Context: an optimization exercise on an open-source flow, tuned for small area. The choices shown serve that exercise and are no tape-out recipe.
Only simulation tests tie the RTL to the original design; equivalence was not proved.
Power is estimated from default activity; no workload was simulated.

// hft_accelerator
module hft_accelerator #(
    parameter CLK_FREQ = 5_000_000,
    parameter BAUD_RATE = 115200
)(
    input  logic clk,
    input  logic rst,
    input  logic uart_rx,
    output logic uart_tx
);
    localparam int CPB = CLK_FREQ / BAUD_RATE;    
    localparam logic [31:0] K_BUY  = 32'd12288000;
    localparam logic [31:0] K_SELL = 32'd28676096;
    logic [31:0] pr [14];           
    logic [13:0] tl;                
    logic [31:0] acc;               
    logic [15:0] qr;                
    logic [4:0]  ph;                
    logic        run;               
    logic        rxact, txact;      
    logic [5:0]  timer;             
    logic [3:0]  bitc;              
    logic [1:0]  bcnt;              
    logic [3:0]  npr;               
    logic        rxs;               
    logic        tx, nb;            
    logic        c0, c1, pos, sub, alnz, adel, holding;
    wire ph0   = (ph == 5'd0);
    wire ph31  = (ph == 5'd31);
    wire ph_lo28 = ~&ph[4:2];                                
    wire t_end = (timer == 6'(CPB - 1));
    wire [5:0] pc = timer;
    wire g_rng  = run & (pc >= 6'd3) & (pc <= 6'd28);
    wire g_cmp  = g_rng &  pc[0];                            
    wire g_add  = g_rng & ~pc[0];                            
    wire l_pass = run & (pc == 6'd29);                       
    wire d_pass = run & (pc == 6'd30);                       
    wire div_p  = run & (pc >= 6'd31) & (pc <= 6'd46);       
    wire qwr_p  = run & (pc[5:4] == 2'b10);                  
    wire mul_p  = run & (pc >= 6'd47) & (pc <= 6'd56);       
    wire mfirst = (pc == 6'd47);
  ...
For scale: roughly 830 cells after synthesis, ~4 I/O pins, about 0.013 mm² of cells after synthesis.
Settings: LEC_CHECK=0, CAP_MARGIN=20, CORE_MARGIN=2, CORE_UTILIZATION=85, CTS_BUF_LIST=sky130_fd_sc_hd__clkbuf_4, CTS_CLUSTER_DIAMETER=40, CTS_CLUSTER_SIZE=10, SLEW_MARGIN=20; clock period 200.0 ns.
run.sh (not shown) runs the stock make flow with config.mk's settings and CLKGATE_MAP_FILE= SYNTH_SCRIPT=/design/flow/synth_recipe.tcl, a recipe that flattens the netlist after the stock synthesis.
The starting point aborted during 3_5_place_dp on DPL-0033.
Next try:
Settings changed: CORE_UTILIZATION 85 to 72, CTS_BUF_LIST sky130_fd_sc_hd__clkbuf_4 to sky130_fd_sc_hd__clkbuf_4 sky130_fd_sc_hd__clkbuf_8, CTS_CLUSTER_SIZE 10 to 20.
This time the run produced a clean layout.
Synthesized cell count is unchanged.
Synthesized area stays the same.
Next try:
==> flow/flow/run.sh (new file) <==
#!/bin/bash
# The standard layout (standard.sh) with two changes:
#  * synthesis maps combinational logic with an area-oriented ABC script and
#    without half/full-adder cell extraction (registers are unchanged);
#  * the clock tree is built from clkbuf_8 leaf buffers in small clusters,
#    without dummy loads.
set -euo pipefail
W=$(pwd)
export FLOW_SYNTH_TCL=$W/synth_recipe.tcl
export AREA_ABC_SCRIPT=$W/flow/abc_area.script
export CTS_ARGS="-sink_clustering_enable -repair_clock_nets -dont_use_dummy_load -buf_list sky130_fd_sc_hd__clkbuf_4 -root_buf sky130_fd_sc_hd__clkbuf_8 -sink_clustering_size 11 -sink_clustering_max_diameter 35"
sed -e "s|SYNTH_SCRIPT=[^ ]*|SYNTH_SCRIPT=$W/flow/area_synth.tcl ADDER_MAP_FILE=|" standard.sh > area_standard.sh
grep -q "SYNTH_SCRIPT=$W/flow/area_synth.tcl" area_standard.sh
bash area_standard.sh > flow_make.log 2>&1
==> flow/flow/abc_area.script (new file) <==
strash
&get -n
&fraig -x
&deepsyn -T 60
&put
strash
&get -n
&dch -f
&nf -R 1000
&put
strash
&get -n
&dch -f
&nf -R 1000
&put
==> flow/flow/area_synth.tcl (new file) <==
# The standard synthesis (synth_recipe.tcl), except that ABC maps the
# combinational logic with an area-oriented script (flow/abc_area.script) and
# without the speed script's timing constraints. Registers are not affected:
# the flip-flop mapping and naming happen before ABC runs.
proc abc {args} {
  set out {}
  set skip 0
  foreach a $args {
    if {$skip} { set skip 0; continue }
    if {$a eq "-script" || $a eq "-constr" || $a eq "-D"} { set skip 1; continue }
    lappend out $a
  }
  if {[lsearch $out "-dff"] >= 0} { yosys abc {*}$args; return }
  yosys abc -script $::env(AREA_ABC_SCRIPT) {*}$out
}
source $::env(FLOW_SYNTH_TCL)
==> flow/standard.sh (new file) <==
#!/bin/bash
# synth_recipe.tcl (not shown) runs the flow's synth.tcl, then flattens the netlist and writes it again
# the make line also repeats each setting of config.mk as NAME=value (left out here)
make -C /OpenROAD-flow-scripts/flow DESIGN_CONFIG=/design/flow/config.mk WORK_HOME=/design/flow/orfs CLKGATE_MAP_FILE= SYNTH_SCRIPT=/design/flow/synth_recipe.tcl "${@:-finish}"
Settings changed: CORE_UTILIZATION 72 to 78, CTS_BUF_LIST sky130_fd_sc_hd__clkbuf_4 sky130_fd_sc_hd__clkbuf_8 to not set, CTS_CLUSTER_DIAMETER 40 to not set, CTS_CLUSTER_SIZE 20 to not set.
removed: flow/run.sh
This time the run aborted during 3_5_place_dp (DPL-0033).
Area after synthesis drops by a few percent.
Synthesized cell count shrinks by a little under a tenth.
Next try:
==> flow/flow/run.sh (replaced) <==
#!/bin/bash
set -euo pipefail
export CTS_ARGS="-sink_clustering_enable -repair_clock_nets -dont_use_dummy_load -buf_list sky130_fd_sc_hd__clkbuf_8 -root_buf sky130_fd_sc_hd__clkbuf_16 -sink_clustering_size 16 -sink_clustering_max_diameter 45"
bash standard.sh > standard_flow.log 2>&1
Settings changed: CORE_UTILIZATION 78 to 72.
removed: flow/flow/abc_area.script
removed: flow/flow/area_synth.tcl
Result: Now the flow completed with no timing, DRC or antenna violations; synthesized cell count came out higher by a little under a tenth; area after synthesis came out higher by a few percent.
Next try:
==> flow/run.sh (new file) <==
#!/bin/bash
# synth_recipe.tcl (not shown) runs the flow's synth.tcl, then flattens the netlist and writes it again
# the make line also repeats each setting of config.mk as NAME=value (left out here)
make -C /OpenROAD-flow-scripts/flow DESIGN_CONFIG=/design/flow/config.mk WORK_HOME=/design/flow/orfs CLKGATE_MAP_FILE= SYNTH_SCRIPT=/design/flow/synth_recipe.tcl finish
Settings changed: CORE_UTILIZATION 72 to 85, CTS_BUF_LIST set to sky130_fd_sc_hd__clkbuf_8, CTS_CLUSTER_DIAMETER set to 60, CTS_CLUSTER_SIZE set to 20.
removed: flow/flow/run.sh
removed: flow/standard.sh
=> The new run aborted during 3_5_place_dp (DPL-0033); synthesized cell count stays the same; area after synthesis stays the same.

== job 213 ==
hft_accelerator, a different RTL version from the one above (not shown whole).
Size: about 770 cells after synthesis, roughly 530 flip-flops, ~4 I/O pins, about 0.012 mm^2 of cells after synthesis.
==> flow/config.mk <==
export PLATFORM = sky130hd
export DESIGN_NAME = hft_accelerator
export DESIGN_NICKNAME = hft_accelerator
export VERILOG_FILES = /design/flow/design.v
export SDC_FILE = /design/flow/constraint.sdc
export NUM_CORES = 4
export LEC_CHECK = 0
export CAP_MARGIN = 20
export CORE_MARGIN = 2
export CORE_UTILIZATION = 60
export SLEW_MARGIN = 20
==> flow/constraint.sdc <==
create_clock -name core_clock -period 200.0 [get_ports {clk}]
set_input_delay 40.0000 -clock core_clock [delete_from_list [all_inputs] [get_ports {clk}]]
set_output_delay 40.0000 -clock core_clock [all_outputs]
set_load 0.01 [all_outputs]
standard.sh (not shown) runs the stock make flow with config.mk's settings and CLKGATE_MAP_FILE= SYNTH_SCRIPT=/design/flow/synth_recipe.tcl, a recipe that flattens the netlist after the stock synthesis.
==> flow/flow/run.sh <==
#!/bin/bash
# The standard layout (standard.sh) with two changes:
#  * synthesis maps combinational logic with an area-oriented ABC script and
#    without half/full-adder cell extraction (registers are unchanged);
#  * the clock tree is built from clkbuf_8 leaf buffers in small clusters,
#    without dummy loads.
set -euo pipefail
W=$(pwd)
export FLOW_SYNTH_TCL=$W/synth_recipe.tcl
export AREA_ABC_SCRIPT=$W/flow/abc_area.script
export CTS_ARGS="-sink_clustering_enable -repair_clock_nets -dont_use_dummy_load -buf_list sky130_fd_sc_hd__clkbuf_4 -root_buf sky130_fd_sc_hd__clkbuf_2 -sink_clustering_size 12 -sink_clustering_max_diameter 35"
sed -e "s|SYNTH_SCRIPT=[^ ]*|SYNTH_SCRIPT=$W/flow/area_synth.tcl ADDER_MAP_FILE=|" standard.sh > area_standard.sh
grep -q "SYNTH_SCRIPT=$W/flow/area_synth.tcl" area_standard.sh
bash area_standard.sh > flow_make.log 2>&1
==> flow/flow/abc_area.script <==
strash
&get -n
&fraig -x
&deepsyn -T 60
&put
strash
&get -n
&dch -f
&nf -R 1000
&put
strash
&get -n
&dch -f
&nf -R 1000
&put
==> flow/flow/area_synth.tcl <==
# The standard synthesis (synth_recipe.tcl), except that ABC maps the
# combinational logic with an area-oriented script (flow/abc_area.script) and
# without the speed script's timing constraints. Registers are not affected:
# the flip-flop mapping and naming happen before ABC runs.
proc abc {args} {
  set out {}
  set skip 0
  foreach a $args {
    if {$skip} { set skip 0; continue }
    if {$a eq "-script" || $a eq "-constr" || $a eq "-D"} { set skip 1; continue }
    lappend out $a
  }
  if {[lsearch $out "-dff"] >= 0} { yosys abc {*}$args; return }
  yosys abc -script $::env(AREA_ABC_SCRIPT) {*}$out
}
source $::env(FLOW_SYNTH_TCL)
Every stage of the flow completed for job 213, and the final layout passed the timing, design-rule and antenna checks.
Modified inputs, job 6957 compared to job 213
- CORE_UTILIZATION: 60 -> 65
--- a/flow/flow/run.sh
+++ b/flow/flow/run.sh
@@ -11 +11 @@
-export CTS_ARGS="-sink_clustering_enable -repair_clock_nets -dont_use_dummy_load -buf_list sky130_fd_sc_hd__clkbuf_4 -root_buf sky130_fd_sc_hd__clkbuf_2 -sink_clustering_size 12 -sink_clustering_max_diameter 35"
+export CTS_ARGS="-sink_clustering_enable -repair_clock_nets -dont_use_dummy_load -buf_list sky130_fd_sc_hd__clkbuf_4 -root_buf sky130_fd_sc_hd__clkbuf_4 -sink_clustering_size 11 -sink_clustering_max_diameter 35"
- From job 6957 to job 213, hold buffer count at CTS did not move at all.
- Sequential share of layout area: job 6957 vs job 213, no meaningful difference
- Summary — total length of routed met3 wires, job 6957 relative to job 213: lower, by about 23%.
- Max freq job 213 -> job 6957: improved
- Job 6957 against job 213: routed wire length -about 2.2%, post-place setup slack now smaller.
### job 6957 -> job 1159
- CORE_UTILIZATION: 65 -> 60
--- a/flow/flow/run.sh
+++ b/flow/flow/run.sh
@@ -5,2 +5,2 @@
-#  * the clock tree is built from clkbuf_8 leaf buffers in small clusters,
-#    without dummy loads.
+#  * the clock tree is built from clkbuf_4 buffers (clkbuf_2 at the root)
+#    with small sink clusters, without dummy loads.
@@ -11 +11 @@
-export CTS_ARGS="-sink_clustering_enable -repair_clock_nets -dont_use_dummy_load -buf_list sky130_fd_sc_hd__clkbuf_4 -root_buf sky130_fd_sc_hd__clkbuf_4 -sink_clustering_size 11 -sink_clustering_max_diameter 35"
+export CTS_ARGS="-sink_clustering_enable -repair_clock_nets -dont_use_dummy_load -buf_list sky130_fd_sc_hd__clkbuf_4 -root_buf sky130_fd_sc_hd__clkbuf_2 -sink_clustering_size 12 -sink_clustering_max_diameter 35"
[summary]
Delta (job 1159 minus job 6957): leakage power of the design fell 0.016 nW, design area was more or less identical, part of the cycle the worst path needs was more or less identical, well-tap cell count shows an increase of 18%, total power went down. Delta (job 1159 minus job 6957): overall fraction of global-route tracks in use moved down, total internal power shrank by 0.91%, via count grew by about 0.9%, via count of the first global-routing pass went up by 121, die area picked up an extra 8.1%. Hold slack | job 1159 below job 6957.

v34:
Another version of the RTL of hft_accelerator (not shown whole).
Size in the first run: about 850 cells after synthesis, roughly 4 I/O pins, ~0.013 mm^2 of cells after synthesis.
// hft_accelerator
module hft_accelerator #(
    parameter CLK_FREQ = 5_000_000,
    parameter BAUD_RATE = 115200
)(
    input  logic clk,
    input  logic rst,
    input  logic uart_rx,
    output logic uart_tx
);
    localparam int CPB = CLK_FREQ / BAUD_RATE;    
    localparam logic [31:0] K_BUY  = 32'd12288000;
    localparam logic [31:0] K_SELL = 32'd28676096;
    logic [31:0] pr [14];           
    logic [13:0] tl;                
    logic [31:0] acc;               
    logic [15:0] qr;                
    logic [4:0]  ph;                
    logic [5:0]  pc;                
    logic        run;               
    logic        rxact, txact;      
    logic [5:0]  timer;             
    logic [3:0]  bitc;              
    logic [1:0]  bcnt;              
    logic [3:0]  npr;               
    logic        rxs;               
    logic        tx, nb;            
    logic        c0, c1, pos, sub, alnz, adel, holding;
    wire ph0   = (ph == 5'd0);
    wire ph31  = (ph == 5'd31);
    wire ph_lo28 = ~&ph[4:2];                                
    wire t_end = (timer == 6'(CPB - 1));
    wire g_rng  = run & (pc >= 6'd35) & (pc <= 6'd60);
    wire g_cmp  = g_rng & ~pc[0];                            
    wire g_add  = g_rng &  pc[0];                            
    wire l_pass = run & (pc == 6'd34);                       
    wire d_pass = run & (pc == 6'd33);                       
    wire div_p  = run & (pc >= 6'd17) & (pc <= 6'd32);       
    wire qwr_p  = run & (pc[5:4] == 2'b01);                  
    wire mul_p  = run & (pc >= 6'd7) & (pc <= 6'd16);        
    wire mfirst = (pc == 6'd16);
    wire mlast  = run & (pc == 6'd7);
    logic bconst;
    always_comb begin
        case (pc[3:0])
            4'd0, 4'd13, 4'd12, 4'd11, 4'd7: bconst = 1'b1;
            default:                         bconst = 1'b0;
        endcase
    end
    wire rx_shift = rxact & (bcnt == 2'd0) & (bitc == 4'd15) & ~timer[5];
  ...
clock: 200.0 ns
lec_check: 0
cap_margin: 20
core_margin: 2
core_utilization: 70
cts_buf_list: sky130_fd_sc_hd__clkbuf_16
cts_cluster_diameter: 60
cts_cluster_size: 30
slew_margin: 20
run.sh (not shown) runs the stock make flow with config.mk's settings and CLKGATE_MAP_FILE= SYNTH_SCRIPT=/design/flow/synth_recipe.tcl, a recipe that flattens the netlist after the stock synthesis.
Stock flow here: none of the scripts above is used.
Relative to v34, the following input files were edited for v37:
- clearing CTS_BUF_LIST, which used to be sky130_fd_sc_hd__clkbuf_16
- swapping 70 for 40 in CORE_UTILIZATION
- clearing CTS_CLUSTER_DIAMETER, which used to be 60
- clearing CTS_CLUSTER_SIZE, which used to be 30
[summary]
- Every run in the comparison, v34 and v37, completed the flow with a clean layout.
- Side by side, final estimated routing congestion in global placement turned out lower in v37 than in v34.
- v34 has higher routed length on met2 than v37.
- In the flow results for v34 and v37, the cell area is smaller on v34.
- Against v34, cell count in v37 rose by more than 10%.
- v37 packs its core more loosely than v34.
- The maximum fanout along the worst path in v37 sits 13 above the value recorded for v34.
- Diff v34 and v37: power higher in v37
- v37: met2 track demand over resource in global routing lower than v34
Here is what was changed in the inputs of v38 compared with v37.
- CTS_BUF_LIST: unset -> sky130_fd_sc_hd__clkbuf_8
- CORE_UTILIZATION: 40 -> 70
- CTS_CLUSTER_SIZE: unset -> 16
- CTS_CLUSTER_DIAMETER: unset -> 50
## What came out
v38 against v37: overall routed net length climbed about 7%; register-to-register setup slack climbed 0.07 ns. Comparing v37 against v38, there is no change at all in number of cells traversed by the worst hold path. For the relative contribution of the clock network to total power, v38 came in 13 points lower than v37 did.

hft_accelerator with an RTL version that a note above also has.
Size in the first run: about 4 I/O pins, about 12000 sq um of cells after synthesis.
clock: 200.0 ns
lec_check: 0
cap_margin: 20
core_margin: 2
core_utilization: 55
slew_margin: 20
standard.sh (not shown) runs the stock make flow with config.mk's settings and CLKGATE_MAP_FILE= SYNTH_SCRIPT=/design/flow/synth_recipe.tcl, a recipe that flattens the netlist after the stock synthesis.
==> flow/flow/run.sh <==
#!/bin/bash
# The standard layout (standard.sh) with two changes:
#  * synthesis maps combinational logic with an area-oriented ABC script and
#    without half/full-adder cell extraction (registers are unchanged);
#  * the clock tree is built from clkbuf_8 leaf buffers in small clusters,
#    without dummy loads.
set -euo pipefail
W=$(pwd)
export FLOW_SYNTH_TCL=$W/synth_recipe.tcl
export AREA_ABC_SCRIPT=$W/flow/abc_area.script
export CTS_ARGS="-sink_clustering_enable -repair_clock_nets -dont_use_dummy_load -buf_list sky130_fd_sc_hd__clkbuf_4 -root_buf sky130_fd_sc_hd__clkbuf_4 -sink_clustering_size 12 -sink_clustering_max_diameter 40"
sed -e "s|SYNTH_SCRIPT=[^ ]*|SYNTH_SCRIPT=$W/flow/area_synth.tcl ADDER_MAP_FILE=|" standard.sh > area_standard.sh
grep -q "SYNTH_SCRIPT=$W/flow/area_synth.tcl" area_standard.sh
bash area_standard.sh > flow_make.log 2>&1
Scripts as last shown in full above: flow/flow/abc_area.script, flow/flow/area_synth.tcl
The first run finished with timing, DRC and antenna clean.
Change:
--- a/flow/flow/run.sh
+++ b/flow/flow/run.sh
@@ -11 +11 @@
-export CTS_ARGS="-sink_clustering_enable -repair_clock_nets -dont_use_dummy_load -buf_list sky130_fd_sc_hd__clkbuf_4 -root_buf sky130_fd_sc_hd__clkbuf_4 -sink_clustering_size 12 -sink_clustering_max_diameter 40"
+export CTS_ARGS="-sink_clustering_enable -repair_clock_nets -dont_use_dummy_load -buf_list sky130_fd_sc_hd__clkbuf_4 -root_buf sky130_fd_sc_hd__clkbuf_8 -sink_clustering_size 12 -sink_clustering_max_diameter 30"
- CORE_UTILIZATION: 55 -> 72
Effect: Clock power is higher by 6.0%; clock skew is lower by 0.0094 ns; critical path depth does not change.
Change:
--- a/flow/flow/run.sh
+++ b/flow/flow/run.sh
@@ -11 +11 @@
-export CTS_ARGS="-sink_clustering_enable -repair_clock_nets -dont_use_dummy_load -buf_list sky130_fd_sc_hd__clkbuf_4 -root_buf sky130_fd_sc_hd__clkbuf_8 -sink_clustering_size 12 -sink_clustering_max_diameter 30"
+export CTS_ARGS="-sink_clustering_enable -repair_clock_nets -dont_use_dummy_load -buf_list sky130_fd_sc_hd__clkbuf_4 -root_buf sky130_fd_sc_hd__clkbuf_8 -sink_clustering_size 11 -sink_clustering_max_diameter 35"
Result: Design area is about the same. Area after synthesis stays the same. Global-route usage climbs by 0.21 points. Die area stays the same. Setup slack gets worse by 0.027 ns.
Change:
--- a/flow/flow/run.sh
+++ b/flow/flow/run.sh
@@ -11 +11 @@
-export CTS_ARGS="-sink_clustering_enable -repair_clock_nets -dont_use_dummy_load -buf_list sky130_fd_sc_hd__clkbuf_4 -root_buf sky130_fd_sc_hd__clkbuf_8 -sink_clustering_size 11 -sink_clustering_max_diameter 35"
+export CTS_ARGS="-sink_clustering_enable -repair_clock_nets -dont_use_dummy_load -buf_list sky130_fd_sc_hd__clkbuf_4 -root_buf sky130_fd_sc_hd__clkbuf_4 -sink_clustering_size 11 -sink_clustering_max_diameter 35"
Sequential share of layout area increases by 0.19 points.
Core utilization went down by 0.17 points.
Total power shrinks by 0.88%.
Non-clock buffer count is unchanged.
Cell count stays flat.
Cell area stays flat.

==> re-timing with driven ports <==
The flow's constraints put no driver on any port. The routed layouts listed below were extracted and timed again, unchanged, in two steps.
Step 1, drivers: a clkbuf_16 drives clk and a buf_2 each remaining input, both assumed.
Step 2 moves the port delays by t, midway between the first and last clock arrival at a register: inputs arrive t later, outputs are due t later. That takes back most of the time a late clock gives input paths.
Three values: ideal ports, drivers, drivers and shift; two values: the first two.
| run | t, ns | setup WS [ns] | clock arrival spread, ns | slew at the worst register clock pin (ns) |
|---|---|---|---|---|
| the second run of note 1 | 0.579 | 158.592 / 158.557 / 158.348 | 0.041 / 0.040 | 0.11 / 0.11 |
| the fourth run of note 1 | 0.520 | 158.669 / 158.624 / 158.359 | 0.057 / 0.056 | 0.10 / 0.10 |
| job 213 | 0.803 | 158.366 / 158.330 / 158.203 | 0.083 / 0.083 | 0.12 / 0.12 |
| job 6957 | 0.665 | 158.522 / 158.486 / 158.090 | 0.094 / 0.095 | 0.11 / 0.11 |
| job 1159 | 0.803 | 158.366 / 158.330 / 158.203 | 0.083 / 0.083 | 0.12 / 0.12 |
| v34 | 0.577 | 158.598 / 158.552 / 158.085 | 0.029 / 0.029 | 0.11 / 0.11 |
| v37 | 0.589 | 158.586 / 158.542 / 158.023 | 0.018 / 0.018 | 0.07 / 0.07 |
| v38 | 0.587 | 158.577 / 158.536 / 158.082 | 0.028 / 0.028 | 0.10 / 0.10 |
| the first run of note 4 | 0.647 | 158.512 / 158.475 / 158.251 | 0.123 / 0.123 | 0.12 / 0.12 |
| the second run of note 4 | 0.579 | 158.574 / 158.534 / 158.095 | 0.088 / 0.088 | 0.12 / 0.12 |
| the third run of note 4 | 0.571 | 158.547 / 158.507 / 158.108 | 0.063 / 0.062 | 0.11 / 0.11 |
| the fourth run of note 4 | 0.684 | 158.441 / 158.402 / 158.079 | 0.083 / 0.083 | 0.11 / 0.11 |
After both steps every run listed still meets setup and hold. For v37, which loses most, drivers alone change the setup slack by -0.044 ns; drivers and shift together by -0.563 ns.
